From an optimization exercise on the open Yosys and OpenROAD flow, aimed at small area; shortcuts taken in it are not production practice.
The RTL was checked by simulation tests, not by an equivalence proof against the original design.

==> flow/design.v (outline; a module is shown in full before it is edited, if it fits) <==
// module FA: 6 lines
// module BPP: 5 lines
// module HA: 6 lines
// module STDP_multiplier: 8 lines
// module STDPmodel: 2548 lines
module STDPmodel (reset, clk, T_pre, T_post, W_previous, W_new);
  // ...
==> flow/run.sh <==
#!/bin/bash
# synth_recipe.tcl (not shown) runs the flow's synth.tcl, then flattens the netlist and writes it again
# the make line also repeats each setting of config.mk as NAME=value (left out here)
make -C /OpenROAD-flow-scripts/flow DESIGN_CONFIG=/design/flow/config.mk WORK_HOME=/design/flow/orfs CLKGATE_MAP_FILE= SYNTH_SCRIPT=/design/flow/synth_recipe.tcl finish
==> flow/config.mk <==
export PLATFORM = sky130hd
export DESIGN_NAME = STDPmodel
export DESIGN_NICKNAME = STDPmodel
export VERILOG_FILES = /design/flow/design.v
export SDC_FILE = /design/flow/constraint.sdc
export NUM_CORES = 4
export LEC_CHECK = 0
export ABC_AREA = 1
export CAP_MARGIN = 20
export CORE_MARGIN = 2
export CORE_UTILIZATION = 40
export SLEW_MARGIN = 20
export SYNTH_HIERARCHICAL = 1
export SYNTH_MINIMUM_KEEP_SIZE = 0
==> flow/constraint.sdc <==
create_clock -name core_clock -period 25.0 [get_ports {clk}]
set_input_delay 5.0000 -clock core_clock [delete_from_list [all_inputs] [get_ports {clk}]]
set_output_delay 5.0000 -clock core_clock [all_outputs]
set_load 0.01 [all_outputs]
==> summary.txt, run 1 <==
Synth area leader=fa_1; Cells after DPL=2105; setup_tns=0 ps; Biggest register=r2; Synth area leaders=fa_1 (37%), xor2_1 (11%), ha_1 (8.7%), o22ai_1 (8.2%), nand2_1 (5.7%); die width=189.3 µm; Hold WC Path Type=in -> reg; GR Util All Layers=22.83%; layer with the highest usage=met2; CP startpoint kind=input pin; Signal buffers=~130; DRC=0; Initial Utilization=40.77%; Remaining Overflow, GRT=0; Post-Synth Adder-Cell Area=around 46%; critical path depth=46; hold_buf cts=0; wirelength, routed=39800 µm; multi-input gate share of total cell area=79.17%; status=complete, no violations; Post-DP Area=14930 µm²; max-cap violations=0; GR Layer Usage met1=28.88%; worst hold start=reset; Non-Filler Instances=2109; DR pass1 iterations=5
==> run 2, diff against run 1 <==
--- a/flow/design.v
+++ b/flow/design.v
@@ -263,637 +263,619 @@
   wire a227 = a52 | a226;
   wire a228 = a53 & a186;
   wire a229 = a57 & a167;
   wire a230 = a56 | a229;
   wire a231 = a57 & a168;
   wire a232 = a61 & a188;
   wire a233 = a60 | a232;
   wire a234 = a61 & a189;
-  wire a235 = a233 | a234;
-  wire a236 = a63 ^ a235;
-  wire a237 = ~a236;
-  wire a238 = ~a1;
-  wire a239 = a0 | a1;
-  wire a240 = ~a0;
-  wire a241 = a236 ? a239 : a240;
-  wire a242 = a3 ^ a241;
-  wire a243 = a65 | a66;
-  wire a244 = ~a65;
-  wire a245 = a236 ? a243 : a244;
-  wire a246 = a5 ^ a245;
-  wire a247 = a191 | a192;
-  wire a248 = ~a191;
-  wire a249 = a236 ? a247 : a248;
-  wire a250 = a7 ^ a249;
-  wire a251 = a113 | a114;
-  wire a252 = ~a113;
-  wire a253 = a236 ? a251 : a252;
-  wire a254 = a9 ^ a253;
-  wire a255 = a194 | a195;
-  wire a256 = ~a194;
-  wire a257 = a236 ? a255 : a256;
-  wire a258 = a11 ^ a257;
-  wire a259 = a170 | a171;
-  wire a260 = ~a170;
-  wire a261 = a236 ? a259 : a260;
-  wire a262 = a13 ^ a261;
-  wire a263 = a197 | a198;
-  wire a264 = ~a197;
-  wire a265 = a236 ? a263 : a264;
-  wire a266 = a15 ^ a265;
-  wire a267 = a137 | a138;
-  wire a268 = ~a137;
-  wire a269 = a236 ? a267 : a268;
-  wire a270 = a17 ^ a269;
-  wire a271 = a200 | a201;
-  wire a272 = ~a200;
-  wire a273 = a236 ? a271 : a272;
-  wire a274 = a19 ^ a273;
-  wire a275 = a173 | a174;
-  wire a276 = ~a173;
-  wire a277 = a236 ? a275 : a276;
-  wire a278 = a21 ^ a277;
-  wire a279 = a203 | a204;
-  wire a280 = ~a203;
-  wire a281 = a236 ? a279 : a280;
-  wire a282 = a23 ^ a281;
-  wire a283 = a161 | a162;
-  wire a284 = ~a161;
-  wire a285 = a236 ? a283 : a284;
-  wire a286 = a25 ^ a285;
-  wire a287 = a206 | a207;
-  wire a288 = ~a206;
-  wire a289 = a236 ? a287 : a288;
-  wire a290 = a27 ^ a289;
-  wire a291 = a176 | a177;
-  wire a292 = ~a176;
-  wire a293 = a236 ? a291 : a292;
-  wire a294 = a29 ^ a293;
-  wire a295 = a209 | a210;
-  wire a296 = ~a209;
-  wire a297 = a236 ? a295 : a296;
-  wire a298 = a31 ^ a297;
-  wire a299 = a149 | a150;
-  wire a300 = ~a149;
-  wire a301 = a236 ? a299 : a300;
-  wire a302 = a33 ^ a301;
-  wire a303 = a212 | a213;
-  wire a304 = ~a212;
-  wire a305 = a236 ? a303 : a304;
-  wire a306 = a35 ^ a305;
-  wire a307 = a179 | a180;
-  wire a308 = ~a179;
-  wire a309 = a236 ? a307 : a308;
-  wire a310 = a37 ^ a309;
-  wire a311 = a215 | a216;
-  wire a312 = ~a215;
-  wire a313 = a236 ? a311 : a312;
-  wire a314 = a39 ^ a313;
-  wire a315 = a164 | a165;
-  wire a316 = ~a164;
-  wire a317 = a236 ? a315 : a316;
-  wire a318 = a41 ^ a317;
-  wire a319 = a218 | a219;
-  wire a320 = ~a218;
-  wire a321 = a236 ? a319 : a320;
-  wire a322 = a43 ^ a321;
-  wire a323 = a182 | a183;
-  wire a324 = ~a182;
-  wire a325 = a236 ? a323 : a324;
-  wire a326 = a45 ^ a325;
-  wire a327 = a221 | a222;
-  wire a328 = ~a221;
-  wire a329 = a236 ? a327 : a328;
-  wire a330 = a47 ^ a329;
-  wire a331 = a158 | a159;
-  wire a332 = ~a158;
-  wire a333 = a236 ? a331 : a332;
-  wire a334 = a49 ^ a333;
-  wire a335 = a224 | a225;
-  wire a336 = ~a224;
-  wire a337 = a236 ? a335 : a336;
-  wire a338 = a51 ^ a337;
-  wire a339 = a185 | a186;
-  wire a340 = ~a185;
-  wire a341 = a236 ? a339 : a340;
-  wire a342 = a53 ^ a341;
-  wire a343 = a227 | a228;
-  wire a344 = ~a227;
-  wire a345 = a236 ? a343 : a344;
-  wire a346 = a55 ^ a345;
-  wire a347 = a167 | a168;
-  wire a348 = ~a167;
-  wire a349 = a236 ? a347 : a348;
-  wire a350 = a57 ^ a349;
-  wire a351 = a230 | a231;
-  wire a352 = ~a230;
-  wire a353 = a236 ? a351 : a352;
-  wire a354 = a59 ^ a353;
-  wire a355 = a188 | a189;
-  wire a356 = ~a188;
-  wire a357 = a236 ? a355 : a356;
-  wire a358 = a61 ^ a357;
-  wire a359 = a233 | a234;
-  wire a360 = ~a233;
-  wire a361 = a236 ? a359 : a360;
-  wire a362 = a63 ^ a361;
-  wire a363 = ~a314;
-  wire a364;
-  wire a365;
-  HA aha366 (a318, a314, a364, a365);
-  wire a367 = ~(a322 ^ a365);
-  wire a368 = a322 | a365;
-  wire a369;
-  wire a370;
-  HA aha371 (a326, a368, a369, a370);
-  wire a372;
-  wire a373;
-  HA aha374 (a330, a370, a372, a373);
-  wire a375;
-  wire a376;
-  HA aha377 (a334, a373, a375, a376);
-  wire a378;
-  wire a379;
-  HA aha380 (a338, a376, a378, a379);
-  wire a381;
-  wire a382;
-  HA aha383 (a342, a379, a381, a382);
-  wire a384;
-  wire a385;
-  HA aha386 (a346, a382, a384, a385);
-  wire a387;
-  wire a388;
-  HA aha389 (a350, a385, a387, a388);
-  wire a390;
-  wire a391;
-  HA aha392 (a354, a388, a390, a391);
-  wire a393;
-  wire a394;
-  HA aha395 (a358, a391, a393, a394);
-  wire a396;
-  wire a397;
-  HA aha398 (a362, a394, a396, a397);
-  wire a399 = ~a238;
-  wire a400 = a236 & a399;
-  wire a401 = ~a242;
-  wire a402 = a236 & a401;
-  wire a403 = ~a246;
-  wire a404 = a236 & a403;
-  wire a405 = ~a238;
-  wire a406 = a237 & a405;
-  wire a407 = ~a250;
-  wire a408 = a236 & a407;
-  wire a409 = ~a242;
-  wire a410 = a237 & a409;
-  wire a411 = ~a254;
-  wire a412 = a236 & a411;
-  wire a413 = ~a246;
-  wire a414 = a237 & a413;
-  wire a415 = ~a258;
-  wire a416 = a236 & a415;
-  wire a417 = ~a250;
-  wire a418 = a237 & a417;
-  wire a419 = ~a262;
-  wire a420 = a236 ? a419 : a238;
-  wire a421 = ~a254;
-  wire a422 = a237 & a421;
-  wire a423 = ~a266;
-  wire a424 = a236 ? a423 : a242;
-  wire a425 = ~a258;
-  wire a426 = a237 & a425;
-  wire a427 = ~a270;
-  wire a428 = a236 ? a427 : a246;
-  wire a429 = ~a262;
-  wire a430 = a237 & a429;
-  wire a431 = ~a274;
-  wire a432 = a236 ? a431 : a250;
-  wire a433 = ~a266;
-  wire a434 = a237 & a433;
-  wire a435 = ~a278;
-  wire a436 = a236 ? a435 : a254;
-  wire a437 = ~a270;
-  wire a438 = a237 & a437;
-  wire a439 = ~a282;
-  wire a440 = a236 ? a439 : a258;
-  wire a441 = ~a274;
-  wire a442 = a237 & a441;
-  wire a443 = ~a286;
-  wire a444 = a236 ? a443 : a262;
-  wire a445 = ~a278;
-  wire a446 = a237 & a445;
-  wire a447 = ~a290;
-  wire a448 = a236 ? a447 : a266;
-  wire a449 = ~a282;
-  wire a450 = a237 & a449;
-  wire a451 = ~a294;
-  wire a452 = a236 ? a451 : a270;
-  wire a453 = ~a286;
-  wire a454 = a237 & a453;
-  wire a455 = ~a298;
-  wire a456 = a236 ? a455 : a274;
-  wire a457 = ~a290;
-  wire a458 = a237 & a457;
-  wire a459 = ~a302;
-  wire a460 = a236 ? a459 : a278;
-  wire a461 = ~a294;
-  wire a462 = a237 & a461;
-  wire a463 = ~a306;
-  wire a464 = a236 ? a463 : a282;
-  wire a465 = ~a298;
-  wire a466 = a237 & a465;
-  wire a467 = ~a310;
-  wire a468 = a236 ? a467 : a286;
-  wire a469 = ~a302;
-  wire a470 = a237 & a469;
-  wire a471 = ~a363;
-  wire a472 = a236 ? a471 : a290;
-  wire a473 = ~a306;
-  wire a474 = a237 & a473;
-  wire a475 = ~a364;
-  wire a476 = a236 ? a475 : a294;
-  wire a477 = ~a310;
-  wire a478 = a237 & a477;
-  wire a479 = ~a367;
-  wire a480 = a236 ? a479 : a298;
-  wire a481 = ~a363;
-  wire a482 = a237 & a481;
-  wire a483 = ~a369;
-  wire a484 = a236 ? a483 : a302;
-  wire a485 = ~a364;
-  wire a486 = a237 & a485;
-  wire a487 = ~a372;
-  wire a488 = a236 ? a487 : a306;
-  wire a489 = ~a367;
-  wire a490 = a237 & a489;
-  wire a491 = ~a375;
-  wire a492 = a236 ? a491 : a310;
-  wire a493 = ~a369;
-  wire a494 = a237 & a493;
-  wire a495 = ~a378;
-  wire a496 = a236 ? a495 : a363;
-  wire a497 = ~a372;
-  wire a498 = a237 & a497;
-  wire a499 = ~a381;
-  wire a500 = a236 ? a499 : a364;
-  wire a501 = ~a375;
-  wire a502 = a237 & a501;
-  wire a503 = ~a384;
-  wire a504 = a236 ? a503 : a367;
-  wire a505 = ~a378;
-  wire a506 = a237 & a505;
-  wire a507 = ~a387;
-  wire a508 = a236 ? a507 : a369;
-  wire a509 = ~a381;
-  wire a510 = a237 & a509;
-  wire a511 = ~a390;
-  wire a512 = a236 ? a511 : a372;
-  wire a513 = ~a384;
-  wire a514 = a237 & a513;
-  wire a515 = ~a393;
-  wire a516 = a236 ? a515 : a375;
-  wire a517 = ~a387;
-  wire a518 = a237 & a517;
-  wire a519 = ~a396;
-  wire a520 = a236 ? a519 : a378;
-  wire a521 = ~a390;
-  wire a522 = a237 & a521;
-  wire a523 = a236 ? 1'b1 : a381;
-  wire a524 = ~a393;
-  wire a525 = a237 & a524;
-  wire a526 = a236 ? 1'b1 : a384;
-  wire a527 = ~a396;
-  wire a528 = a237 & a527;
-  wire a529 = a236 ? 1'b1 : a387;
-  wire a530 = a236 ? 1'b1 : a390;
-  wire a531 = a236 ? 1'b1 : a393;
-  wire a532 = a236 ? 1'b1 : a396;
-  wire a533 = ~a237;
+  wire a235 = a0 | a1;
+  wire a236 = a5 & a2;
+  wire a237 = a4 | a236;
+  wire a238 = a5 & a3;
+  wire a239 = a9 & a6;
+  wire a240 = a8 | a239;
+  wire a241 = a9 & a7;
+  wire a242 = a13 & a10;
+  wire a243 = a12 | a242;
+  wire a244 = a13 & a11;
+  wire a245 = a17 & a14;
+  wire a246 = a16 | a245;
+  wire a247 = a17 & a15;
+  wire a248 = a21 & a18;
+  wire a249 = a20 | a248;
+  wire a250 = a21 & a19;
+  wire a251 = a25 & a22;
+  wire a252 = a24 | a251;
+  wire a253 = a25 & a23;
+  wire a254 = a29 & a26;
+  wire a255 = a28 | a254;
+  wire a256 = a29 & a27;
+  wire a257 = a33 & a30;
+  wire a258 = a32 | a257;
+  wire a259 = a33 & a31;
+  wire a260 = a37 & a34;
+  wire a261 = a36 | a260;
+  wire a262 = a37 & a35;
+  wire a263 = a41 & a38;
+  wire a264 = a40 | a263;
+  wire a265 = a41 & a39;
+  wire a266 = a45 & a42;
+  wire a267 = a44 | a266;
+  wire a268 = a45 & a43;
+  wire a269 = a49 & a46;
+  wire a270 = a48 | a269;
+  wire a271 = a49 & a47;
+  wire a272 = a53 & a50;
+  wire a273 = a52 | a272;
+  wire a274 = a53 & a51;
+  wire a275 = a57 & a54;
+  wire a276 = a56 | a275;
+  wire a277 = a57 & a55;
+  wire a278 = a61 & a58;
+  wire a279 = a60 | a278;
+  wire a280 = a61 & a59;
+  wire a281 = a238 & a235;
+  wire a282 = a237 | a281;
+  wire a283 = a244 & a240;
+  wire a284 = a243 | a283;
+  wire a285 = a244 & a241;
+  wire a286 = a250 & a246;
+  wire a287 = a249 | a286;
+  wire a288 = a250 & a247;
+  wire a289 = a256 & a252;
+  wire a290 = a255 | a289;
+  wire a291 = a256 & a253;
+  wire a292 = a262 & a258;
+  wire a293 = a261 | a292;
+  wire a294 = a262 & a259;
+  wire a295 = a268 & a264;
+  wire a296 = a267 | a295;
+  wire a297 = a268 & a265;
+  wire a298 = a274 & a270;
+  wire a299 = a273 | a298;
+  wire a300 = a274 & a271;
+  wire a301 = a280 & a276;
+  wire a302 = a279 | a301;
+  wire a303 = a280 & a277;
+  wire a304 = a285 & a282;
+  wire a305 = a284 | a304;
+  wire a306 = a291 & a287;
+  wire a307 = a290 | a306;
+  wire a308 = a291 & a288;
+  wire a309 = a297 & a293;
+  wire a310 = a296 | a309;
+  wire a311 = a297 & a294;
+  wire a312 = a303 & a299;
+  wire a313 = a302 | a312;
+  wire a314 = a303 & a300;
+  wire a315 = a308 & a305;
+  wire a316 = a307 | a315;
+  wire a317 = a314 & a310;
+  wire a318 = a313 | a317;
+  wire a319 = a314 & a311;
+  wire a320 = a319 & a316;
+  wire a321 = a318 | a320;
+  wire a322 = a311 & a316;
+  wire a323 = a310 | a322;
+  wire a324 = a288 & a305;
+  wire a325 = a287 | a324;
+  wire a326 = a294 & a316;
+  wire a327 = a293 | a326;
+  wire a328 = a300 & a323;
+  wire a329 = a299 | a328;
+  wire a330 = a241 & a282;
+  wire a331 = a240 | a330;
+  wire a332 = a247 & a305;
+  wire a333 = a246 | a332;
+  wire a334 = a253 & a325;
+  wire a335 = a252 | a334;
+  wire a336 = a259 & a316;
+  wire a337 = a258 | a336;
+  wire a338 = a265 & a327;
+  wire a339 = a264 | a338;
+  wire a340 = a271 & a323;
+  wire a341 = a270 | a340;
+  wire a342 = a277 & a329;
+  wire a343 = a276 | a342;
+  wire a344 = a3 & a235;
+  wire a345 = a2 | a344;
+  wire a346 = a7 & a282;
+  wire a347 = a6 | a346;
+  wire a348 = a11 & a331;
+  wire a349 = a10 | a348;
+  wire a350 = a15 & a305;
+  wire a351 = a14 | a350;
+  wire a352 = a19 & a333;
+  wire a353 = a18 | a352;
+  wire a354 = a23 & a325;
+  wire a355 = a22 | a354;
+  wire a356 = a27 & a335;
+  wire a357 = a26 | a356;
+  wire a358 = a31 & a316;
+  wire a359 = a30 | a358;
+  wire a360 = a35 & a337;
+  wire a361 = a34 | a360;
+  wire a362 = a39 & a327;
+  wire a363 = a38 | a362;
+  wire a364 = a43 & a339;
+  wire a365 = a42 | a364;
+  wire a366 = a47 & a323;
+  wire a367 = a46 | a366;
+  wire a368 = a51 & a341;
+  wire a369 = a50 | a368;
+  wire a370 = a55 & a329;
+  wire a371 = a54 | a370;
+  wire a372 = a59 & a343;
+  wire a373 = a58 | a372;
+  wire a374 = a63 & a321;
+  wire a375 = a62 | a374;
+  wire a376 = ~a1;
+  wire a377 = a3 ^ a235;
+  wire a378 = a5 ^ a345;
+  wire a379 = a7 ^ a282;
+  wire a380 = a9 ^ a347;
+  wire a381 = a11 ^ a331;
+  wire a382 = a13 ^ a349;
+  wire a383 = a15 ^ a305;
+  wire a384 = a17 ^ a351;
+  wire a385 = a19 ^ a333;
+  wire a386 = a21 ^ a353;
+  wire a387 = a23 ^ a325;
+  wire a388 = a25 ^ a355;
+  wire a389 = a27 ^ a335;
+  wire a390 = a29 ^ a357;
+  wire a391 = a31 ^ a316;
+  wire a392 = a33 ^ a359;
+  wire a393 = a35 ^ a337;
+  wire a394 = a37 ^ a361;
+  wire a395 = a39 ^ a327;
+  wire a396 = a41 ^ a363;
+  wire a397 = a43 ^ a339;
+  wire a398 = a45 ^ a365;
+  wire a399 = a47 ^ a323;
+  wire a400 = a49 ^ a367;
+  wire a401 = a51 ^ a341;
+  wire a402 = a53 ^ a369;
+  wire a403 = a55 ^ a329;
+  wire a404 = a57 ^ a371;
+  wire a405 = a59 ^ a343;
+  wire a406 = a61 ^ a373;
+  wire a407 = a63 ^ a321;
+  wire a408 = ~a407;
+  wire a409 = a407 ? ({a407, a406, a405, a404, a403, a402, a401, a400, a399, a398, a397, a396, a395, a394, a393, a392, a391, a390, a389, a388, a387, a386, a385, a384, a383, a382, a381, a380, a379, a378, a377, a376} < 32'hFFD80000) : ({a407, a406, a405, a404, a403, a402, a401, a400, a399, a398, a397, a396, a395, a394, a393, a392, a391, a390, a389, a388, a387, a386, a385, a384, a383, a382, a381, a380, a379, a378, a377, a376} > 32'h00280000);
+  wire a410 = a407 & a376;
+  wire a411 = ~a410;
+  wire a412 = a407 & a377;
+  wire a413 = ~a412;
+  wire a414 = a407 & a378;
+  wire a415 = ~a414;
+  wire a416 = a408 & a376;
+  wire a417 = a407 & a379;
+  wire a418 = ~a417;
+  wire a419 = a408 & a377;
+  wire a420 = a407 & a380;
+  wire a421 = ~a420;
+  wire a422 = a408 & a378;
+  wire a423 = a407 & a381;
+  wire a424 = ~a423;
+  wire a425 = a408 & a379;
+  wire a426 = a407 & a382;
+  wire a427 = ~a426;
+  wire a428 = a408 & a380;
+  wire a429 = a407 ? a383 : a376;
+  wire a430 = ~a429;
+  wire a431 = a408 & a381;
+  wire a432 = a407 ? a384 : a377;
+  wire a433 = ~a432;
+  wire a434 = a408 & a382;
+  wire a435 = a407 ? a385 : a378;
+  wire a436 = ~a435;
+  wire a437 = a408 & a383;
+  wire a438 = a407 ? a386 : a379;
+  wire a439 = ~a438;
+  wire a440 = a408 & a384;
+  wire a441 = a407 ? a387 : a380;
+  wire a442 = ~a441;
+  wire a443 = a408 & a385;
+  wire a444 = a407 ? a388 : a381;
+  wire a445 = ~a444;
+  wire a446 = a408 & a386;
+  wire a447 = a407 ? a389 : a382;
+  wire a448 = ~a447;
+  wire a449 = a408 & a387;
+  wire a450 = a407 ? a390 : a383;
+  wire a451 = ~a450;
+  wire a452 = a408 & a388;
+  wire a453 = a407 ? a391 : a384;
+  wire a454 = ~a453;
+  wire a455 = a408 & a389;
+  wire a456 = a407 ? a392 : a385;
+  wire a457 = ~a456;
+  wire a458 = a408 & a390;
+  wire a459 = a407 ? a393 : a386;
+  wire a460 = ~a459;
+  wire a461 = a408 & a391;
+  wire a462 = a407 ? a394 : a387;
+  wire a463 = ~a462;
+  wire a464 = a408 & a392;
+  wire a465 = a407 ? a395 : a388;
+  wire a466 = ~a465;
+  wire a467 = a408 & a393;
+  wire a468 = a407 ? a396 : a389;
+  wire a469 = ~a468;
+  wire a470 = a408 & a394;
+  wire a471 = a407 ? a397 : a390;
+  wire a472 = ~a471;
+  wire a473 = a408 & a395;
+  wire a474 = a407 ? a398 : a391;
+  wire a475 = ~a474;
+  wire a476 = a408 & a396;
+  wire a477 = a407 ? a399 : a392;
+  wire a478 = ~a477;
+  wire a479 = a408 & a397;
+  wire a480 = a407 ? a400 : a393;
+  wire a481 = ~a480;
+  wire a482 = a408 & a398;
+  wire a483 = a407 ? a401 : a394;
+  wire a484 = ~a483;
+  wire a485 = a408 & a399;
+  wire a486 = a407 ? a402 : a395;
+  wire a487 = ~a486;
+  wire a488 = a408 & a400;
+  wire a489 = a407 ? a403 : a396;
+  wire a490 = ~a489;
+  wire a491 = a408 & a401;
+  wire a492 = a407 ? a404 : a397;
+  wire a493 = ~a492;
+  wire a494 = a408 & a402;
+  wire a495 = a407 ? a405 : a398;
+  wire a496 = ~a495;
+  wire a497 = a408 & a403;
+  wire a498 = a407 ? a406 : a399;
+  wire a499 = ~a498;
+  wire a500 = a408 & a404;
+  wire a501 = a407 ? a407 : a400;
+  wire a502 = ~a501;
+  wire a503 = a408 & a405;
+  wire a504 = ~a401;
+  wire a505 = a407 | a504;
+  wire a506 = a408 & a406;
+  wire a507 = ~a402;
+  wire a508 = a407 | a507;
+  wire a509 = a408 & a407;
+  wire a510 = ~a403;
+  wire a511 = a407 | a510;
+  wire a512 = ~a404;
+  wire a513 = a407 | a512;
+  wire a514 = ~a405;
+  wire a515 = a407 | a514;
+  wire a516 = ~a406;
+  wire a517 = a407 | a516;
+  wire a518 = ~a407;
+  wire a519 = a407 | a518;
+  wire a520 = ~a409;
+  wire a521 = a407 & a520;
+  wire a522 = a408 & a409;
+  wire a523 = a408 & a409;
+  wire a524 = a408 & a409;
+  wire a525 = ~a409;
+  wire a526 = a407 & a525;
+  wire a527 = ~a409;
+  wire a528 = a407 & a527;
+  wire a529 = a408 & a409;
+  wire a530 = a528 | a529;
+  wire a531;
+  wire a532;
+  HA aha533 (a407, a467, a531, a532);
   wire a534;
   wire a535;
-  HA aha536 (a237, a402, a534, a535);
+  FA afa536 (a391, a407, a470, a534, a535);
   wire a537;
   wire a538;
-  HA aha539 (a406, a404, a537, a538);
-  wire a540;
-  wire a541;
-  HA aha542 (a408, a410, a540, a541);
+  FA afa539 (a392, a408, a473, a537, a538);
+  wire a540 = ~(a393 ^ a476);
+  wire a541 = a393 | a476;
+  wire a542;
   wire a543;
-  wire a544;
-  HA aha545 (a412, a414, a543, a544);
+  FA afa544 (a407, a478, a394, a542, a543);
+  wire a545;
   wire a546;
-  wire a547;
-  FA afa548 (a238, a416, a418, a546, a547);
+  HA aha547 (a395, a481, a545, a546);
+  wire a548;
   wire a549;
-  wire a550;
-  FA afa551 (a242, a422, a420, a549, a550);
-  wire a552;
+  FA afa550 (a408, a485, a396, a548, a549);
+  wire a551 = ~(a397 ^ a488);
+  wire a552 = a397 | a488;
   wire a553;
-  FA afa554 (a246, a426, a424, a552, a553);
-  wire a555;
+  wire a554;
+  FA afa555 (a408, a491, a490, a553, a554);
   wire a556;
-  FA afa557 (a250, a430, a428, a555, a556);
-  wire a558;
+  wire a557;
+  HA aha558 (a399, a494, a556, a557);
   wire a559;
-  FA afa560 (a254, a434, a432, a558, a559);
-  wire a561;
+  wire a560;
+  HA aha561 (a400, a497, a559, a560);
   wire a562;
-  FA afa563 (a258, a438, a436, a561, a562);
-  wire a564;
+  wire a563;
+  HA aha564 (a401, a500, a562, a563);
   wire a565;
-  FA afa566 (a262, a442, a440, a564, a565);
-  wire a567;
+  wire a566;
+  HA aha567 (a502, a402, a565, a566);
   wire a568;
-  FA afa569 (a266, a446, a444, a567, a568);
-  wire a570;
+  wire a569;
+  FA afa570 (a403, a505, a521, a568, a569);
   wire a571;
-  FA afa572 (a270, a450, a448, a570, a571);
-  wire a573;
+  wire a572;
+  HA aha573 (a509, a404, a571, a572);
   wire a574;
-  FA afa575 (a274, a454, a452, a573, a574);
-  wire a576;
+  wire a575;
+  HA aha576 (a511, a405, a574, a575);
   wire a577;
-  FA afa578 (a278, a458, a456, a576, a577);
-  wire a579;
+  wire a578;
+  HA aha579 (a513, a523, a577, a578);
   wire a580;
-  FA afa581 (a282, a462, a460, a579, a580);
-  wire a582;
+  wire a581;
+  HA aha582 (a407, a515, a580, a581);
   wire a583;
-  FA afa584 (a286, a466, a464, a582, a583);
-  wire a585;
+  wire a584;
+  HA aha585 (a376, a424, a583, a584);
   wire a586;
-  FA afa587 (a290, a470, a468, a585, a586);
-  wire a588;
+  wire a587;
+  FA afa588 (a377, a427, a428, a586, a587);
   wire a589;
-  FA afa590 (a294, a474, a472, a588, a589);
-  wire a591;
+  wire a590;
+  FA afa591 (a378, a431, a430, a589, a590);
   wire a592;
-  FA afa593 (a298, a478, a476, a591, a592);
-  wire a594;
+  wire a593;
+  FA afa594 (a379, a434, a433, a592, a593);
   wire a595;
-  FA afa596 (a302, a482, a480, a594, a595);
-  wire a597;
+  wire a596;
+  FA afa597 (a380, a437, a436, a595, a596);
   wire a598;
-  FA afa599 (a306, a486, a484, a597, a598);
-  wire a600;
+  wire a599;
+  FA afa600 (a381, a440, a439, a598, a599);
   wire a601;
-  FA afa602 (a310, a490, a488, a600, a601);
-  wire a603;
+  wire a602;
+  FA afa603 (a382, a443, a442, a601, a602);
   wire a604;
-  FA afa605 (a363, a494, a492, a603, a604);
-  wire a606;
+  wire a605;
+  FA afa606 (a383, a446, a445, a604, a605);
   wire a607;
-  FA afa608 (a364, a498, a496, a606, a607);
-  wire a609;
+  wire a608;
+  FA afa609 (a384, a449, a448, a607, a608);
   wire a610;
-  FA afa611 (a367, a502, a500, a609, a610);
-  wire a612;
+  wire a611;
+  FA afa612 (a385, a452, a451, a610, a611);
   wire a613;
-  FA afa614 (a369, a506, a504, a612, a613);
-  wire a615;
+  wire a614;
+  FA afa615 (a386, a455, a454, a613, a614);
   wire a616;
-  FA afa617 (a372, a510, a508, a615, a616);
-  wire a618;
+  wire a617;
+  FA afa618 (a387, a457, a458, a616, a617);
   wire a619;
-  FA afa620 (a375, a514, a512, a618, a619);
-  wire a621;
+  wire a620;
+  FA afa621 (a388, a461, a460, a619, a620);
   wire a622;
-  FA afa623 (a378, a518, a516, a621, a622);
-  wire a624;
+  wire a623;
+  FA afa624 (a389, a464, a463, a622, a623);
   wire a625;
-  FA afa626 (a381, a522, a520, a624, a625);
-  wire a627;
+  wire a626;
+  FA afa627 (a466, a390, a531, a625, a626);
   wire a628;
-  FA afa629 (a384, a523, a525, a627, a628);
-  wire a630;
+  wire a629;
+  FA afa630 (a532, a469, a534, a628, a629);
   wire a631;
-  FA afa632 (a387, a526, a528, a630, a631);
-  wire a633;
+  wire a632;
+  FA afa633 (a537, a472, a535, a631, a632);
   wire a634;
-  FA afa635 (a237, a390, a529, a633, a634);
-  wire a636;
+  wire a635;
+  FA afa636 (a538, a540, a475, a634, a635);
   wire a637;
-  FA afa638 (a237, a393, a530, a636, a637);
-  wire a639;
+  wire a638;
+  FA afa639 (a479, a541, a542, a637, a638);
   wire a640;
-  FA afa641 (a237, a396, a531, a639, a640);
-  wire a642;
+  wire a641;
+  FA afa642 (a543, a482, a545, a640, a641);
   wire a643;
-  HA aha644 (a237, a532, a642, a643);
-  wire a645;
+  wire a644;
+  FA afa645 (a548, a484, a546, a643, a644);
   wire a646;
-  HA aha647 (a236, a237, a645, a646);
-  wire a648 = a533 & a400;
-  wire a649 = a533 | a400;
-  wire a650 = a237 & a534;
-  wire a651 = a237 | a534;
-  wire a652 = a535 & a537;
-  wire a653 = a535 | a537;
-  wire a654 = a538 & a540;
-  wire a655 = a538 | a540;
-  wire a656 = a541 & a543;
-  wire a657 = a541 | a543;
-  wire a658 = a544 & a546;
-  wire a659 = a544 | a546;
-  wire a660 = a547 & a549;
-  wire a661 = a547 | a549;
-  wire a662 = a550 & a552;
-  wire a663 = a550 | a552;
-  wire a664 = a553 & a555;
-  wire a665 = a553 | a555;
-  wire a666 = a556 & a558;
-  wire a667 = a556 | a558;
-  wire a668 = a559 & a561;
-  wire a669 = a559 | a561;
-  wire a670 = a562 & a564;
-  wire a671 = a562 | a564;
-  wire a672 = a565 & a567;
-  wire a673 = a565 | a567;
-  wire a674 = a568 & a570;
-  wire a675 = a568 | a570;
-  wire a676 = a571 & a573;
-  wire a677 = a571 | a573;
-  wire a678 = a574 & a576;
-  wire a679 = a574 | a576;
-  wire a680 = a653 & a650;
-  wire a681 = a652 | a680;
-  wire a682 = a653 & a651;
-  wire a683 = a657 & a654;
-  wire a684 = a656 | a683;
-  wire a685 = a657 & a655;
-  wire a686 = a661 & a658;
-  wire a687 = a660 | a686;
-  wire a688 = a661 & a659;
-  wire a689 = a665 & a662;
-  wire a690 = a664 | a689;
-  wire a691 = a665 & a663;
-  wire a692 = a669 & a666;
-  wire a693 = a668 | a692;
-  wire a694 = a669 & a667;
-  wire a695 = a673 & a670;
-  wire a696 = a672 | a695;
-  wire a697 = a673 & a671;
-  wire a698 = a677 & a674;
-  wire a699 = a676 | a698;
-  wire a700 = a677 & a675;
-  wire a701 = a682 & a648;
-  wire a702 = a681 | a701;
-  wire a703 = a688 & a684;
-  wire a704 = a687 | a703;
-  wire a705 = a688 & a685;
-  wire a706 = a694 & a690;
-  wire a707 = a693 | a706;
-  wire a708 = a694 & a691;
-  wire a709 = a700 & a696;
-  wire a710 = a699 | a709;
-  wire a711 = a700 & a697;
-  wire a712 = a705 & a702;
-  wire a713 = a704 | a712;
-  wire a714 = a711 & a707;
-  wire a715 = a710 | a714;
-  wire a716 = a711 & a708;
-  wire a717 = a716 & a713;
-  wire a718 = a715 | a717;
-  wire a719 = a679 & a718;
-  wire a720 = a678 | a719;
+  wire a647;
+  FA afa648 (a549, a551, a487, a646, a647);
+  wire a649;
+  wire a650;
+  FA afa651 (a552, a398, a553, a649, a650);
+  wire a652;
+  wire a653;
+  FA afa654 (a554, a493, a556, a652, a653);
+  wire a655;
+  wire a656;
+  FA afa657 (a559, a496, a557, a655, a656);
+  wire a658;
+  wire a659;
+  FA afa660 (a560, a562, a499, a658, a659);
+  wire a661;
+  wire a662;
+  FA afa663 (a503, a565, a563, a661, a662);
+  wire a664;
+  wire a665;
+  FA afa666 (a566, a506, a568, a664, a665);
+  wire a667;
+  wire a668;
+  FA afa669 (a571, a508, a569, a667, a668);
+  wire a670;
+  wire a671;
+  FA afa672 (a572, a574, a522, a670, a671);
+  wire a673;
+  wire a674;
+  FA afa675 (a575, a406, a577, a673, a674);
+  wire a676;
+  wire a677;
+  FA afa678 (a524, a578, a580, a676, a677);
+  wire a679;
+  wire a680;
+  FA afa681 (a526, a581, a517, a679, a680);
+  wire a682;
+  wire a683;
+  HA aha684 (a519, a530, a682, a683);
+  wire a685 = ~a411;
+  wire a686;
+  wire a687;
+  HA aha688 (a413, a411, a686, a687);
+  wire a689 = (a415 & a416) | (a687 & (a415 | a416));
+  wire a690 = (a418 & a419) | (a689 & (a418 | a419));
+  wire a691 = (a421 & a422) | (a690 & (a421 | a422));
+  wire a692 = (a583 & a425) | (a691 & (a583 | a425));
+  wire a693 = (a584 & a586) | (a692 & (a584 | a586));
+  wire a694 = (a587 & a589) | (a693 & (a587 | a589));
+  wire a695 = (a590 & a592) | (a694 & (a590 | a592));
+  wire a696 = (a593 & a595) | (a695 & (a593 | a595));
+  wire a697 = (a596 & a598) | (a696 & (a596 | a598));
+  wire a698 = (a599 & a601) | (a697 & (a599 | a601));
+  wire a699 = (a602 & a604) | (a698 & (a602 | a604));
+  wire a700 = (a605 & a607) | (a699 & (a605 | a607));
+  wire a701 = (a608 & a610) | (a700 & (a608 | a610));
+  wire a702 = (a611 & a613) | (a701 & (a611 | a613));
+  wire a703;
+  wire a704;
+  FA afa705 (a614, a616, a702, a703, a704);
+  wire a706;
+  wire a707;
+  FA afa708 (a617, a619, a704, a706, a707);
+  wire a709;
+  wire a710;
+  FA afa711 (a620, a622, a707, a709, a710);
+  wire a712;
+  wire a713;
+  FA afa714 (a623, a625, a710, a712, a713);
+  wire a715;
+  wire a716;
+  FA afa717 (a626, a628, a713, a715, a716);
+  wire a718;
+  wire a719;
+  FA afa720 (a629, a631, a716, a718, a719);
   wire a721;
   wire a722;
-  FA afa723 (a577, a579, a720, a721, a722);
+  FA afa723 (a632, a634, a719, a721, a722);
   wire a724;
   wire a725;
-  FA afa726 (a580, a582, a722, a724, a725);
+  FA afa726 (a635, a637, a722, a724, a725);
   wire a727;
   wire a728;
-  FA afa729 (a583, a585, a725, a727, a728);
+  FA afa729 (a638, a640, a725, a727, a728);
   wire a730;
   wire a731;
-  FA afa732 (a586, a588, a728, a730, a731);
+  FA afa732 (a641, a643, a728, a730, a731);
   wire a733;
   wire a734;
-  FA afa735 (a589, a591, a731, a733, a734);
+  FA afa735 (a644, a646, a731, a733, a734);
   wire a736;
   wire a737;
-  FA afa738 (a592, a594, a734, a736, a737);
+  FA afa738 (a647, a649, a734, a736, a737);
   wire a739;
   wire a740;
-  FA afa741 (a595, a597, a737, a739, a740);
+  FA afa741 (a650, a652, a737, a739, a740);
   wire a742;
   wire a743;
-  FA afa744 (a598, a600, a740, a742, a743);
+  FA afa744 (a653, a655, a740, a742, a743);
   wire a745;
   wire a746;
-  FA afa747 (a601, a603, a743, a745, a746);
+  FA afa747 (a656, a658, a743, a745, a746);
   wire a748;
   wire a749;
-  FA afa750 (a604, a606, a746, a748, a749);
+  FA afa750 (a659, a661, a746, a748, a749);
   wire a751;
   wire a752;
-  FA afa753 (a607, a609, a749, a751, a752);
+  FA afa753 (a662, a664, a749, a751, a752);
   wire a754;
   wire a755;
-  FA afa756 (a610, a612, a752, a754, a755);
+  FA afa756 (a665, a667, a752, a754, a755);
   wire a757;
   wire a758;
-  FA afa759 (a613, a615, a755, a757, a758);
+  FA afa759 (a668, a670, a755, a757, a758);
   wire a760;
   wire a761;
-  FA afa762 (a616, a618, a758, a760, a761);
+  FA afa762 (a671, a673, a758, a760, a761);
   wire a763;
   wire a764;
-  FA afa765 (a619, a621, a761, a763, a764);
+  FA afa765 (a674, a676, a761, a763, a764);
   wire a766;
   wire a767;
-  FA afa768 (a622, a624, a764, a766, a767);
+  FA afa768 (a677, a679, a764, a766, a767);
   wire a769;
   wire a770;
-  FA afa771 (a625, a627, a767, a769, a770);
-  wire a772;
-  wire a773;
-  FA afa774 (a628, a630, a770, a772, a773);
-  wire a775;
-  wire a776;
-  FA afa777 (a631, a633, a773, a775, a776);
-  wire a778;
-  wire a779;
-  FA afa780 (a634, a636, a776, a778, a779);
-  wire a781;
-  wire a782;
-  FA afa783 (a637, a639, a779, a781, a782);
-  wire a784;
-  wire a785;
-  FA afa786 (a640, a642, a782, a784, a785);
-  wire a787;
-  wire a788;
-  FA afa789 (a643, a645, a785, a787, a788);
-  wire a790 = T_pre[0] | T_pre[1];
-  wire a791 = T_pre[2] | T_pre[3];
-  wire a792 = T_pre[4] | T_pre[5];
-  wire a793 = T_pre[6] | T_pre[7];
-  wire a794 = T_pre[8] | T_pre[9];
-  wire a795 = T_pre[10] | T_pre[11];
-  wire a796 = T_pre[12] | T_pre[13];
-  wire a797 = T_pre[14] | T_pre[15];
-  wire a798 = T_pre[16] | T_pre[17];
-  wire a799 = T_pre[18] | T_pre[19];
-  wire a800 = T_pre[20] | T_pre[21];
-  wire a801 = T_pre[22] | T_pre[23];
-  wire a802 = T_pre[24] | T_pre[25];
-  wire a803 = T_pre[26] | T_pre[27];
-  wire a804 = T_pre[28] | T_pre[29];
-  wire a805 = T_pre[30] | T_pre[31];
-  wire a806 = a805 | a804;
-  wire a807 = a803 | a802;
-  wire a808 = a801 | a800;
-  wire a809 = a799 | a798;
-  wire a810 = a797 | a796;
-  wire a811 = a795 | a794;
-  wire a812 = a793 | a792;
-  wire a813 = a791 | a790;
-  wire a814 = a813 | a812;
-  wire a815 = a811 | a810;
-  wire a816 = a809 | a808;
-  wire a817 = a807 | a806;
-  wire a818 = a817 | a816;
-  wire a819 = a815 | a814;
-  wire a820 = a819 | a818;
-  wire a821 = T_post[0] | T_post[1];
-  wire a822 = T_post[2] | T_post[3];
-  wire a823 = T_post[4] | T_post[5];
-  wire a824 = T_post[6] | T_post[7];
-  wire a825 = T_post[8] | T_post[9];
-  wire a826 = T_post[10] | T_post[11];
-  wire a827 = T_post[12] | T_post[13];
-  wire a828 = T_post[14] | T_post[15];
-  wire a829 = T_post[16] | T_post[17];
-  wire a830 = T_post[18] | T_post[19];
-  wire a831 = T_post[20] | T_post[21];
-  wire a832 = T_post[22] | T_post[23];
-  wire a833 = T_post[24] | T_post[25];
-  wire a834 = T_post[26] | T_post[27];
-  wire a835 = T_post[28] | T_post[29];
-  wire a836 = T_post[30] | T_post[31];
-  wire a837 = a836 | a835;
-  wire a838 = a834 | a833;
-  wire a839 = a832 | a831;
-  wire a840 = a830 | a829;
-  wire a841 = a828 | a827;
-  wire a842 = a826 | a825;
-  wire a843 = a824 | a823;
-  wire a844 = a822 | a821;
-  wire a845 = a844 | a843;
-  wire a846 = a842 | a841;
-  wire a847 = a840 | a839;
-  wire a848 = a838 | a837;
-  wire a849 = a848 | a847;
-  wire a850 = a846 | a845;
-  wire a851 = a850 | a849;
-  wire a852 = a820 & a851;
-  wire [22:0] r2_next = {a787, a784, a781, a778, a775, a772, a769, a766, a763, a760, a757, a754, a751, a748, a745, a742, a739, a736, a733, a730, a727, a724, a721};
-  wire s_next = a236;
-  wire both = a852;
+  FA afa771 (a680, a682, a767, a769, a770);
+  wire a772 = T_pre[0] | T_pre[1];
+  wire a773 = T_pre[2] | T_pre[3];
+  wire a774 = T_pre[4] | T_pre[5];
+  wire a775 = T_pre[6] | T_pre[7];
+  wire a776 = T_pre[8] | T_pre[9];
+  wire a777 = T_pre[10] | T_pre[11];
+  wire a778 = T_pre[12] | T_pre[13];
+  wire a779 = T_pre[14] | T_pre[15];
+  wire a780 = T_pre[16] | T_pre[17];
+  wire a781 = T_pre[18] | T_pre[19];
+  wire a782 = T_pre[20] | T_pre[21];
+  wire a783 = T_pre[22] | T_pre[23];
+  wire a784 = T_pre[24] | T_pre[25];
+  wire a785 = T_pre[26] | T_pre[27];
+  wire a786 = T_pre[28] | T_pre[29];
+  wire a787 = T_pre[30] | T_pre[31];
+  wire a788 = a787 | a786;
+  wire a789 = a785 | a784;
+  wire a790 = a783 | a782;
+  wire a791 = a781 | a780;
+  wire a792 = a779 | a778;
+  wire a793 = a777 | a776;
+  wire a794 = a775 | a774;
+  wire a795 = a773 | a772;
+  wire a796 = a795 | a794;
+  wire a797 = a793 | a792;
+  wire a798 = a791 | a790;
+  wire a799 = a789 | a788;
+  wire a800 = a799 | a798;
+  wire a801 = a797 | a796;
+  wire a802 = a801 | a800;
+  wire a803 = T_post[0] | T_post[1];
+  wire a804 = T_post[2] | T_post[3];
+  wire a805 = T_post[4] | T_post[5];
+  wire a806 = T_post[6] | T_post[7];
+  wire a807 = T_post[8] | T_post[9];
+  wire a808 = T_post[10] | T_post[11];
+  wire a809 = T_post[12] | T_post[13];
+  wire a810 = T_post[14] | T_post[15];
+  wire a811 = T_post[16] | T_post[17];
+  wire a812 = T_post[18] | T_post[19];
+  wire a813 = T_post[20] | T_post[21];
+  wire a814 = T_post[22] | T_post[23];
+  wire a815 = T_post[24] | T_post[25];
+  wire a816 = T_post[26] | T_post[27];
+  wire a817 = T_post[28] | T_post[29];
+  wire a818 = T_post[30] | T_post[31];
+  wire a819 = a818 | a817;
+  wire a820 = a816 | a815;
+  wire a821 = a814 | a813;
+  wire a822 = a812 | a811;
+  wire a823 = a810 | a809;
+  wire a824 = a808 | a807;
+  wire a825 = a806 | a805;
+  wire a826 = a804 | a803;
+  wire a827 = a826 | a825;
+  wire a828 = a824 | a823;
+  wire a829 = a822 | a821;
+  wire a830 = a820 | a819;
+  wire a831 = a830 | a829;
+  wire a832 = a828 | a827;
+  wire a833 = a832 | a831;
+  wire a834 = a802 & a833;
+  wire [22:0] r2_next = {a769, a766, a763, a760, a757, a754, a751, a748, a745, a742, a739, a736, a733, a730, a727, a724, a721, a718, a715, a712, a709, a706, a703};
+  wire s_next = a407;
+  wire both = a834;
   always @(posedge clk) begin
     r2 <= r2_next;
     s <= s_next;
     A <= both & ~reset;
   end
   wire b0 = ~s;
   wire b1 = ~W_previous[31];
   wire b2 = b0 & b1;
==> summary.txt, run 2 <==
Area Growth Syn to Fin=10.35% (was 9.290%); final setup fails=0 (unchanged); hold_buf cts=0 (unchanged); count leader, synth=fa_1 (unchanged); largest registers=r2: 23 flops, A: 1 flops, s: 1 flops (unchanged); ys async rst share=0% (unchanged); Port Buffers=98 (unchanged); CTS tree=built (unchanged); ANT nets after route=0 (unchanged); fin crit share=93.05% (was 93.57%); DR WL/cell=19.43 µm (was 18.87 µm); slew at the pin closest to its max-slew limit=921.0 ps (was 899.7 ps); Nets=1980 (was 2108); post-layout util=44.75% (was 44.55%); Post-synth top flop=dfxtp_1 (unchanged); drt initial violations=782 (was 838); full die area=34460 µm² (was 35840 µm²); most frequent cells in the layout=fa_1 (274), inv_1 (195), o22ai_1 (177) (was fa_1 (253), nand2_1 (209), inv_1 (182)); Distinct cells, synth=47 (was 55); Placement Rows=66 (was 67); largest net degree at the start of global routing=58 (was 80); Setup crit end kind=output port (unchanged); CTS Sinks=25 (unchanged); Mapped Area=13200 µm² (was 13740 µm²); clock buffer depth=2 (unchanged); Worst slew margin=38.51% (was 39.83%); CP startpoint kind=input pin (unchanged); filler instances=3258 (was 3423); H-tree depth=1 (unchanged); gpl congestion=0.8676 (was 0.8911); Hold WC Path Type=in -> reg (unchanged); Via density=5.539 (was 5.593); DRC=0 (unchanged); initial antenna violation count=0 (unchanged); Fin. Hold Viols=0 (unchanged); Post-CTS Setup Bufs=0 (unchanged); first-pass GRT wire length=61210 µm (was 65300 µm); max-cap violations=0 (unchanged); Post-synth EDFFs=0 (unchanged); DR pass1 iterations=5 (unchanged); Biggest register=r2 (unchanged); critical path's slowest cell=clkdlybuf4s50_1 (unchanged); synth warn=7 (unchanged); FF+latch count, synth=25 (unchanged); Synth area leaders=fa_1 (42%), xor2_1 (11%), ha_1 (8.8%), o22ai_1 (8.4%), inv_1 (5.5%) (was fa_1 (37%), xor2_1 (11%), ha_1 (8.7%), o22ai_1 (8.2%), nand2_1 (5.7%)); Initial Utilization=40.56% (was 40.77%); Avg Synthesized Cell Area=8.898 µm² (was 8.367 µm²); Setup Crit Path Kind=in -> out (unchanged); status=complete, no violations (unchanged); Crit Path Max Fanout=16 (unchanged); max reg flops=23 (unchanged); final-report max-slew violation count=0 (unchanged); num ports=130 (unchanged); Arr. time, crit path=18260 ps (was 18390 ps); synth cell count leaders=fa_1 (274), inv_1 (195), o22ai_1 (177), xor2_1 (166), nand2_1 (157) (was fa_1 (253), nand2_1 (209), inv_1 (182), o22ai_1 (179), xor2_1 (175)); post-cts sizing count=0 (unchanged); sequential-to-total area share from yosys stat=3.793% (was 3.643%); RSZ-0062 raised after global routing=false (unchanged); setup_tns=0 ps (unchanged); Die H=185.6 µm (was 189.3 µm); GR Util All Layers=22.80% (was 22.83%); die width=185.6 µm (was 189.3 µm); fmax=0.04299 GHz (was 0.04275 GHz); Tmin final=23260 ps (was 23390 ps); layout cells sized above 1=5.020% (was 6.201%); Remaining Overflow, GRT=0 (unchanged); number of buffers and inverters on the critical path=5 (unchanged); wirelength, routed=38010 µm (was 39800 µm); leading cell type in the layout, fill and taps excluded=fa_1 (unchanged); WP data required=20000 ps (about the same); Num CTS Buffers=3 (unchanged); ANT cells=0 (unchanged); Core Area=32540 µm² (was 33700 µm²); root buf cell=clkbuf_16 (unchanged); vias in the first global route=11450 (was 12480); routed via count=10830 (was 11800); Synth top area share=41.57% (was 36.87%); clock-pin transition on the worst setup and hold timing paths=60 ps (about the same); DP Worst Slack=1761 ps (was 1553 ps); Post-DP HPWL=30340 µm (was 31110 µm); setup ws final=1737 ps (was 1608 ps); worst hold margin=5342 ps (was 5343 ps); cell family with most CP delay=adder cells (unchanged); most frequent CP cell=fa_1 (unchanged); CP max stage delay=680 ps (was 1010 ps); Synth area leader=fa_1 (unchanged); Synth Instances=1483 (was 1642)
==> run 2: modules after synthesis, one instance, submodules excluded <==
| module | cells inside | flip-flops and latches |
|---|---|---|
| HA | 1 | 0 |
| STDPmodel | 1190 | 25 |
| FA | 1 | 0 |
==> run 2: path summary, 6_finish.rpt <==
check	depth (start not counted)	end	slack, ps	start
setup / recovery	49	W_new[30]	1740	W_previous[17]
hold / removal	2	A	5340	reset
==> run 2: cell type report <==
class / count / area [µm²] / share of cell area (%)
multi-input combinational: 1148 / 11420 / 78.42
clock buffer: 3 / 75.07 / 0.5156
tap: 442 / 553.0 / 3.798
sequential: 25 / 500.5 / 3.437
timing repair buffer: 132 / 1236 / 8.489
clock inverter: 1 / 7.507 / 0.05156
inverter: 205 / 769.5 / 5.284
==> run 2: metrics by stage <==
stage               std cells  instance area (µm²)
floorplan                1498                13250
global placement         1952                14480
detailed placement       1952                14480
CTS                      1956                14560
global route             1956                14560
finish                   1956                14560
==> run 2: logic make-up after synthesis <==
| family | after synthesis | share of synthesized area [%] |
|---|---|---|
| fa+ha+maj | 367 | 50.39 |
| buf+inv | 325 | 10.26 |
| simple gates | 305 | 10.14 |
| compound gates | 270 | 12.76 |
| xor+xnor | 183 | 12.15 |
| flops | 25 | 3.793 |
| mux | 6 | 0.4552 |
| other cells | 2 | 0.05691 |
==> run 2: layer usage <==
metal / part of all wire [%] / GRT usage (%)
met4: 4.4 / 9.890
met3: 6.6 / 2.485
met2: 47 / 38.15
met5: 0 / 0
met1: 42 / 29.99
==> run 3, diff against run 2 <==
==> flow/flow/run.sh (new file) <==
#!/bin/bash
set -euo pipefail
export BUFFER_PORTS_ARGS="-buffer_cell sky130_fd_sc_hd__buf_1"
bash standard.sh finish > flow_make.log 2>&1 || { tail -50 flow_make.log; exit 1; }
tail -5 flow_make.log
==> flow/standard.sh (new file) <==
#!/bin/bash
# synth_recipe.tcl (not shown) runs the flow's synth.tcl, then flattens the netlist and writes it again
# the make line also repeats each setting of config.mk as NAME=value (left out here)
make -C /OpenROAD-flow-scripts/flow DESIGN_CONFIG=/design/flow/config.mk WORK_HOME=/design/flow/orfs CLKGATE_MAP_FILE= SYNTH_SCRIPT=/design/flow/synth_recipe.tcl "${@:-finish}"
--- a/flow/config.mk
+++ b/flow/config.mk
@@ -11,2 +11,3 @@
 export CORE_UTILIZATION = 40
+export CTS_BUF_LIST = sky130_fd_sc_hd__clkbuf_8
 export SLEW_MARGIN = 20
removed: flow/run.sh
==> summary.txt, run 3 <==
status=complete, no violations (unchanged); final-report max-slew violation count=0 (unchanged); post-cts sizing count=0 (unchanged); fmax=0.04319 GHz (was 0.04299 GHz); Synth area leaders=fa_1 (42%), xor2_1 (11%), ha_1 (8.8%), o22ai_1 (8.4%), inv_1 (5.5%) (unchanged); most frequent CP cell=fa_1 (unchanged); Via density=5.475 (was 5.539); clock buffer depth=2 (unchanged); Post-CTS Setup Bufs=0 (unchanged); Initial Utilization=40.56% (unchanged); die width=185.6 µm (unchanged); FF+latch count, synth=25 (unchanged); Area Growth Syn to Fin=5.348% (was 10.35%); synth warn=7 (unchanged); RSZ-0062 raised after global routing=false (unchanged); root buf cell=clkbuf_8 (was clkbuf_16); Avg Synthesized Cell Area=8.898 µm² (unchanged); ys async rst share=0% (unchanged); GR Util All Layers=22.05% (was 22.80%); Post-synth top flop=dfxtp_1 (unchanged); max reg flops=23 (unchanged); cell family with most CP delay=adder cells (unchanged); clock-pin transition on the worst setup and hold timing paths=80 ps (was 60 ps); Biggest register=r2 (unchanged); Post-DP HPWL=29540 µm (was 30340 µm); CTS tree=built (unchanged); area occupied by registers=500.5 µm² (unchanged); H-tree depth=1 (unchanged); Die H=185.6 µm (unchanged); Core Area=32540 µm² (unchanged); CP max stage delay=840 ps (was 680 ps); DRC=0 (unchanged); CP startpoint kind=input pin (unchanged); Hold WC Path Type=in -> reg (unchanged); max-cap violations=0 (unchanged); gpl congestion=0.8704 (was 0.8676); Placement Rows=66 (unchanged); slew at the pin closest to its max-slew limit=962.7 ps (was 921.0 ps); Fin. Hold Viols=0 (unchanged); Synth Instances=1483 (unchanged); Crit Path Max Fanout=24 (was 16); Setup Crit Path Kind=in -> out (unchanged); Num CTS Buffers=3 (unchanged); Post-synth EDFFs=0 (unchanged); vias in the first global route=11270 (was 11450); largest net degree at the start of global routing=58 (unchanged); ANT nets after route=0 (unchanged); count leader, synth=fa_1 (unchanged); drt initial violations=911 (was 782); DR WL/cell=18.97 µm (was 19.43 µm); CTS Sinks=25 (unchanged); Synth area leader=fa_1 (unchanged); critical path's slowest cell=nand2_1 (was clkdlybuf4s50_1); initial antenna violation count=0 (unchanged); worst hold start=reset (unchanged); Worst slew margin=35.66% (was 38.51%); Port Buffers=98 (unchanged); Nets=1978 (was 1980); leading cell type in the layout, fill and taps excluded=fa_1 (unchanged); Cells after DPL=1950 (was 1952); Hold Crit Depth=2 (unchanged); Tmin final=23150 ps (was 23260 ps); final setup fails=0 (unchanged); Hold EP=A (unchanged); layout cells sized above 1=4.894% (was 5.020%); wirelength, routed=37070 µm (was 38010 µm); DR pass1 iterations=5 (unchanged); setup_tns=0 ps (unchanged); Mapped Area=13200 µm² (unchanged); Arr. time, crit path=18150 ps (was 18260 ps); filler instances=3282 (was 3258); first-pass GRT wire length=59530 µm (was 61210 µm); Non-Filler Instances=1954 (was 1956); largest registers=r2: 23 flops, A: 1 flops, s: 1 flops (unchanged); most frequent cells in the layout=fa_1 (274), inv_1 (195), o22ai_1 (177) (unchanged); WP data required=20000 ps (about the same); num ports=130 (unchanged); Distinct cells, synth=47 (unchanged); Setup crit end kind=output port (unchanged); sequential-to-total area share from yosys stat=3.793% (unchanged); synth cell count leaders=fa_1 (274), inv_1 (195), o22ai_1 (177), xor2_1 (166), nand2_1 (157) (unchanged); hold_buf cts=0 (unchanged); full die area=34460 µm² (unchanged); fin crit share=92.61% (was 93.05%); Synth top area share=41.57% (unchanged); multi-input gate area in the final layout=11420 µm² (unchanged); number of buffers and inverters on the critical path=3 (was 5); routed via count=10700 (was 10830); ANT cells=0 (unchanged); Remaining Overflow, GRT=0 (unchanged)
==> run 3: per-module statistics from Yosys, one instance, submodules excluded <==
module | times used | cells inside | cell area [µm²] | flops+latches
STDPmodel | 1 | 1190 | 7585 | 25
HA | 34 | 1 | 12.51 | 0
FA | 259 | 1 | 20.02 | 0
==> run 3: kinds of logic after synthesis <==
family / Yosys count / synth area share, %
other: 2 / 0.05691
adder cells (fa/ha/maj): 367 / 50.39
XOR/XNOR: 183 / 12.15
AO/OA/AOI/OAI: 270 / 12.76
flip-flops: 25 / 3.793
buffers and inverters: 325 / 10.26
AND/OR/NAND/NOR: 305 / 10.14
multiplexers: 6 / 0.4552
==> run 3: final cells by class <==
class | count | share of cell area, %
Multi-Input combinational cell | 1148 | 82.15
Inverter | 205 | 5.536
Timing Repair Buffer | 130 | 4.374
Tap cell | 442 | 3.978
Sequential cell | 25 | 3.600
Clock buffer | 3 | 0.2970
Clock inverter | 1 | 0.06301
==> run 3: worst max-delay path by stage <==
stage | start | end | cells after the start
final | W_previous[16] | W_new[21] | 46
after global routing | W_previous[16] | W_new[19] | 46
after CTS | W_previous[16] | W_new[20] | 46
after detailed placement | W_previous[16] | W_new[20] | 46
after global placement | W_previous[16] | W_new[21] | 46
after floorplan | W_previous[17] | W_new[19] | 52
==> run 3: through the flow <==
stage | utilization [%] | hold slack (ps) | setup WS [ps] | area, µm²
4_1_cts | 42.72 | 4934 | 1878 | 13900
5_1_grt | 42.72 | 4964 | 1286 | 13900
2_1_floorplan | - | 5079 | 3047 | 13250
6_report | 42.72 | 4949 | 1847 | 13900
3_5_place_dp | 42.57 | 5220 | 1923 | 13850
3_3_place_gp | 42.57 | 5246 | 1987 | 13850
==> run 3: metal layers <==
| metal | global-route usage (%) | vias to the layer above | routed length, µm | share of wire (%) |
|---|---|---|---|---|
| li1 | - | 4871 | - | - |
| met1 | 28.20 | 5324 | 15380 | 41 |
| met2 | 38.66 | 426 | 18020 | 49 |
| met3 | 3.013 | 78 | 2572 | 6.9 |
| met4 | 6.866 | 0 | 1094 | 3.0 |
| met5 | 0 | - | 0 | 0 |
==> run 4, diff against run 3 <==
--- a/flow/config.mk
+++ b/flow/config.mk
@@ -11,3 +11,2 @@
 export CORE_UTILIZATION = 40
-export CTS_BUF_LIST = sky130_fd_sc_hd__clkbuf_8
 export SLEW_MARGIN = 20
==> summary.txt, run 4 <==
most frequent cells in the layout=fa_1 (274), inv_1 (195), o22ai_1 (177) (unchanged); fmax=0.04318 GHz (was 0.04319 GHz); status=complete, no violations (unchanged); max reg flops=23 (unchanged); setup_tns=0 ps (unchanged); CP startpoint kind=input pin (unchanged); Port Buffers=98 (unchanged); fin crit share=92.64% (was 92.61%); Synth top area share=41.57% (unchanged); WP data required=20000 ps (about the same); setup ws final=1841 ps (was 1847 ps); Worst slew margin=34.57% (was 35.66%); wirelength, routed=37230 µm (was 37070 µm); H-tree depth=1 (unchanged); Post-synth top flop=dfxtp_1 (unchanged); initial antenna violation count=0 (unchanged); first-pass GRT wire length=59630 µm (was 59530 µm); synth cell count leaders=fa_1 (274), inv_1 (195), o22ai_1 (177), xor2_1 (166), nand2_1 (157) (unchanged); root buf cell=clkbuf_16 (was clkbuf_8); Die H=185.6 µm (unchanged); Distinct cells, synth=47 (unchanged); num ports=130 (unchanged); count leader, synth=fa_1 (unchanged); final setup fails=0 (unchanged); die width=185.6 µm (unchanged); clock buffer depth=2 (unchanged); critical path's slowest cell=nand2_1 (unchanged); DP Worst Slack=1923 ps (unchanged); largest net degree at the start of global routing=58 (unchanged); CTS tree=built (unchanged); routed via count=10740 (was 10700); CTS Sinks=25 (unchanged); Mapped Area=13200 µm² (unchanged); DR WL/cell=19.05 µm (was 18.97 µm); synth warn=7 (unchanged); met3 routed WL=2606 µm (was 2572 µm); ANT cells=0 (unchanged); Setup crit end kind=output port (unchanged); Setup Crit Path Kind=in -> out (unchanged); Core Area=32540 µm² (unchanged); max-cap violations=0 (unchanged); leading cell type in the layout, fill and taps excluded=fa_1 (unchanged); CP max stage delay=850 ps (was 840 ps); Nets=1978 (unchanged); Biggest register=r2 (unchanged); Cells after DPL=1950 (unchanged); DRC=0 (unchanged); Post-DP HPWL=29540 µm (unchanged); Hold WC Path Type=in -> reg (unchanged); full die area=34460 µm² (unchanged); routed wl met2=18040 µm (was 18020 µm); most frequent CP cell=fa_1 (unchanged); layout cells sized above 1=4.894% (unchanged); Fin. Hold Viols=0 (unchanged); met1 wire length=15510 µm (was 15380 µm); DR top layer=met4 (unchanged); Avg Synthesized Cell Area=8.898 µm² (unchanged); Post-synth EDFFs=0 (unchanged); Crit Path Max Fanout=24 (unchanged); DR pass1 iterations=5 (unchanged); drt initial violations=939 (was 911); Non-Filler Instances=1954 (unchanged); RSZ-0062 raised after global routing=false (unchanged); sequential-to-total area share from yosys stat=3.793% (unchanged); post-layout util=42.83% (was 42.72%); Synth area leader=fa_1 (unchanged); Initial Utilization=40.56% (unchanged); Num CTS Buffers=3 (unchanged); final-report max-slew violation count=0 (unchanged); Placement Rows=66 (unchanged); ys async rst share=0% (unchanged); Area Growth Syn to Fin=5.604% (was 5.348%); ANT nets after route=0 (unchanged); Synth area leaders=fa_1 (42%), xor2_1 (11%), ha_1 (8.8%), o22ai_1 (8.4%), inv_1 (5.5%) (unchanged); Tmin final=23160 ps (was 23150 ps); slew at the pin closest to its max-slew limit=981.4 ps (was 962.7 ps); Via density=5.497 (was 5.475); Arr. time, crit path=18160 ps (was 18150 ps); post-cts sizing count=0 (unchanged); Remaining Overflow, GRT=0 (unchanged); gpl congestion=0.8704 (unchanged); vias in the first global route=11290 (was 11270); clock-pin transition on the worst setup and hold timing paths=60 ps (was 80 ps); largest registers=r2: 23 flops, A: 1 flops, s: 1 flops (unchanged); Post-CTS Setup Bufs=0 (unchanged); hold_buf cts=0 (unchanged); GR Util All Layers=22.09% (was 22.05%); FF+latch count, synth=25 (unchanged); Synth Instances=1483 (unchanged)
run 4: worst paths after layout:
kind                  startpoint         to  slack, ps  cells past startpoint
setup / recovery  W_previous[16]  W_new[21]       1840                     46
hold / removal             reset          A       4960                      2
run 4: cell families after synthesis:
logic type / count (synthesis) / synth area share [%]
XOR/XNOR: 183 / 12.15
adder cells (fa/ha/maj): 367 / 50.39
AO/OA/AOI/OAI: 270 / 12.76
multiplexers: 6 / 0.4552
flip-flops: 25 / 3.793
other: 2 / 0.05691
buffers and inverters: 325 / 10.26
AND/OR/NAND/NOR: 305 / 10.14
run 4: per-module statistics from Yosys, one instance, submodules excluded:
module	flip-flops and latches	cell area, µm²	cells inside	times used
FA	0	20.02	1	259
STDPmodel	25	7585	1190	1
HA	0	12.51	1	34
run 4: cell type report:
class	instances	area, µm²
fill	3279	18600
multi-input combinational	1148	11420
inverter	205	769.5
timing repair buffer	130	608.1
tap	442	553.0
sequential	25	500.5
clock buffer	3	75.07
clock inverter	1	8.758
run 4: layer usage:
metal / track usage [%] / up-vias
met3: 2.817 / 78
met2: 38.78 / 450
met1: 28.30 / 5341
met4: 6.961 / 0
li1: - / 4872
met5: 0 / -
run 4: worst max-delay path, delay by kind of cell:
kind                       cells  cell delay, ps
AOI/OAI and AO/OA              9            1270
and+or+nand+nor               13            2300
adders and majority gates     20            8280
xor gates and xnor gates       1             240
buffers and inverters          3            1070
run 4: per-stage QoR:
step	hold WS (ps)	instance area (µm²)
global placement	5246	13850
CTS	4952	13930
global route	4986	13930
detailed placement	5220	13850
finish	4963	13930
floorplan	5079	13250

port drivers added, routing unchanged:
The flow's constraints put no driver on any port. The routed layouts listed below were extracted and timed again, unchanged, in two steps. Step 1 (the two cells are an assumption about what drives the block):
set clk [get_ports {clk}]
set_driving_cell -lib_cell sky130_fd_sc_hd__clkbuf_16 $clk
set_driving_cell -lib_cell sky130_fd_sc_hd__buf_2 [delete_from_list [all_inputs] $clk]
Step 2, shift: input delay + t, output delay - t, t = (earliest + latest rising clock arrival at the registers) / 2. This alone moves slack from input paths to output paths. Slacks: ideal / step 1 / step 2; pairs: ideal / step 1.
run | t, ns | setup slack, ns | worst setup path after step 2 | clock arrival spread, ns | worst data-port slew with drivers (ns)
run 1 | 0.293 | 1.608 / 1.584 / 1.584 | input to output | 0.003 / 0.003 | 0.05
run 2 | 0.290 | 1.737 / 1.708 / 1.708 | input to output | 0.005 / 0.005 | 0.04
run 3 | 0.292 | 1.847 / 1.822 / 1.822 | input to output | 0.010 / 0.009 | 0.03
run 4 | 0.287 | 1.841 / 1.816 / 1.816 | input to output | 0.008 / 0.007 | 0.03
After both steps every run listed still meets setup and hold. For run 2, which loses most, drivers alone change the setup slack by -0.029 ns; drivers and shift together by -0.029 ns.
